Background: an optimization exercise with open tools, aiming at small area. Do not read the settings as production practice. In this exercise RTL edits were held to simulation tests only and were not proved equivalent to the original. Power figures rest on the tool's default switching activity, not on a simulated workload.

## Solve
module Solve(clk, rst, halt, prepare, start, next, switcher, sw2, auto, keep, length, now, debug, dataput, dataput2, wrong, solved, fakeclick, score, wwmodi, ready
, wfresh, wcolorp, wBLOn, nnote0, wnotex, wnotey, wperc, endpass);
==> flow/config.mk <==
export PLATFORM = sky130hd
export DESIGN_NAME = Solve
export DESIGN_NICKNAME = Solve
export VERILOG_FILES = /design/flow/design.v
export SDC_FILE = /design/flow/constraint.sdc
export NUM_CORES = 4
export LEC_CHECK = 0
export CAP_MARGIN = 20
export CORE_MARGIN = 2
export CORE_UTILIZATION = 40
export SLEW_MARGIN = 20
export SYNTH_MEMORY_MAX_BITS = 65536
==> flow/constraint.sdc <==
create_clock -name core_clock -period 10.0 [get_ports {clk}]
set_input_delay 2.0000 -clock core_clock [delete_from_list [all_inputs] [get_ports {clk}]]
set_output_delay 2.0000 -clock core_clock [all_outputs]
set_load 0.01 [all_outputs]
standard.sh (not shown) runs the stock make flow with config.mk's settings and CLKGATE_MAP_FILE= SYNTH_SCRIPT=/design/flow/synth_recipe.tcl, a recipe that flattens the netlist after the stock synthesis.
==> flow/flow/run.sh <==
#!/bin/bash
# Standard layout, with the port buffers made of the smallest buffer cell
# and a clock tree of smaller buffers without dummy loads.
export BUFFER_PORTS_ARGS="-buffer_cell sky130_fd_sc_hd__buf_1"
export GPL_KEEP_OVERFLOW=0
export CTS_ARGS="-sink_clustering_enable -repair_clock_nets -dont_use_dummy_load -buf_list sky130_fd_sc_hd__clkbuf_8 -sink_clustering_size 24 -sink_clustering_max_diameter 50"
bash standard.sh > standard.log 2>&1
The baseline passed the timing, design-rule and antenna checks.
Rerun with:
==> flow/flow/run.sh (replaced) <==
#!/bin/bash
# Standard layout, with the port buffers made of the smallest buffer cell
# and a clock tree of smaller buffers without dummy loads.
export BUFFER_PORTS_ARGS="-buffer_cell sky130_fd_sc_hd__buf_1"
export CTS_ARGS="-sink_clustering_enable -repair_clock_nets -dont_use_dummy_load -buf_list sky130_fd_sc_hd__clkbuf_8 -sink_clustering_size 16"
bash standard.sh > standard.log 2>&1
Effect: The changed run ran to the end with no violations; synthesized area is unchanged; final cell count is higher by 2.5%; sequential share of layout area is lower by 0.45 points; via count is higher by 1.1%; utilization is higher by 0.78 points; global-route usage is higher by 1.2 points; clock power is lower by about 1%; wire length is higher by 3.7%.

Setup of run 1:
Solve again, from the RTL that the note above started with.
==> flow/config.mk <==
export PLATFORM = sky130hd
export DESIGN_NAME = Solve
export DESIGN_NICKNAME = Solve
export VERILOG_FILES = /design/flow/design.v
export SDC_FILE = /design/flow/constraint.sdc
export NUM_CORES = 4
export LEC_CHECK = 0
export CAP_MARGIN = 20
export CORE_MARGIN = 2
export CORE_UTILIZATION = 40
export SLEW_MARGIN = 20
export SYNTH_MEMORY_MAX_BITS = 65536
==> flow/constraint.sdc <==
create_clock -name core_clock -period 10.0 [get_ports {clk}]
set_input_delay 2.0000 -clock core_clock [delete_from_list [all_inputs] [get_ports {clk}]]
set_output_delay 2.0000 -clock core_clock [all_outputs]
set_load 0.01 [all_outputs]
==> flow/flow/run.sh <==
#!/bin/bash
# Standard layout, with the port buffers made of the smallest buffer cell
# and a clock tree of smaller buffers without dummy loads.
export BUFFER_PORTS_ARGS="-buffer_cell sky130_fd_sc_hd__buf_1"
export GPL_KEEP_OVERFLOW=0
export CTS_ARGS='-sink_clustering_enable -repair_clock_nets -dont_use_dummy_load -buf_list {sky130_fd_sc_hd__clkbuf_4 sky130_fd_sc_hd__clkbuf_8} -sink_clustering_size 12 -sink_clustering_max_diameter 40'
bash standard.sh > standard.log 2>&1
Inputs modified between run 1 and run 2:
==> flow/flow/run.sh <==
#!/bin/bash
# Standard layout, with the port buffers made of the smallest buffer cell
# and a clock tree of smaller buffers without dummy loads.
export BUFFER_PORTS_ARGS="-buffer_cell sky130_fd_sc_hd__buf_1"
export GPL_KEEP_OVERFLOW=0
export CTS_ARGS="-sink_clustering_enable -repair_clock_nets -dont_use_dummy_load -buf_list sky130_fd_sc_hd__clkbuf_8 -sink_clustering_size 16"
bash standard.sh > standard.log 2>&1
Results
Run 2 finished every stage and its layout cleared the timing, design-rule and antenna checks. As far as worst-case clock skew goes, run 1 and run 2 are indistinguishable; the numbers are identical. Diff run 1..run 2 | global-route usage | unchanged. From run 1 to run 2, detailed-route DRC error count did not move at all. Worst hold slack: run 1 vs run 2, no meaningful difference. Diff run 2..run 1 | final setup violation count | unchanged. Reported for run 2 and run 1, global routing met2 resource utilization turned out identical to the last digit. Changes observed in run 2 relative to run 1: count of maximum capacitance violations neither gained nor lost much; area of the placeable core about even. Die height came out exactly the same in run 2 and run 1. Diff run 2..run 1 | number of distinct library cells after synthesis | unchanged. As far as required time at the worst-slack endpoint is concerned, run 2 and run 1 perform about the same.

## what the ideal ports hide
Ports are ideal in the flow. The routed layouts listed here were re-timed in OpenROAD. Step 1 (the two cells are an assumption about what drives the block):
set clk [get_ports {clk}]
set_driving_cell -lib_cell sky130_fd_sc_hd__clkbuf_16 $clk
set_driving_cell -lib_cell sky130_fd_sc_hd__buf_2 [delete_from_list [all_inputs] $clk]
Step 2 moves the port delays by t, midway between the first and last clock arrival at a register: inputs arrive t later, outputs are due t later. That takes back most of the time a late clock gives input paths. Three values: ideal, step 1, step 2; two values: the first two.
| run | t (ns) | setup WS [ns] | worst register clock-pin slew, ns | cell pins on the clock port's net |
|---|---|---|---|---|
| the first run of note 1 | 0.490 | 0.239 / 0.218 / 0.108 | 0.10 / 0.10 | 1 |
| the second run of note 1 | 0.475 | 0.253 / 0.233 / 0.143 | 0.10 / 0.10 | 1 |
| run 1 | 0.490 | 0.239 / 0.218 / 0.108 | 0.10 / 0.10 | 1 |
| run 2 | 0.490 | 0.239 / 0.218 / 0.108 | 0.10 / 0.10 | 1 |
After both steps every run listed still meets setup and hold.
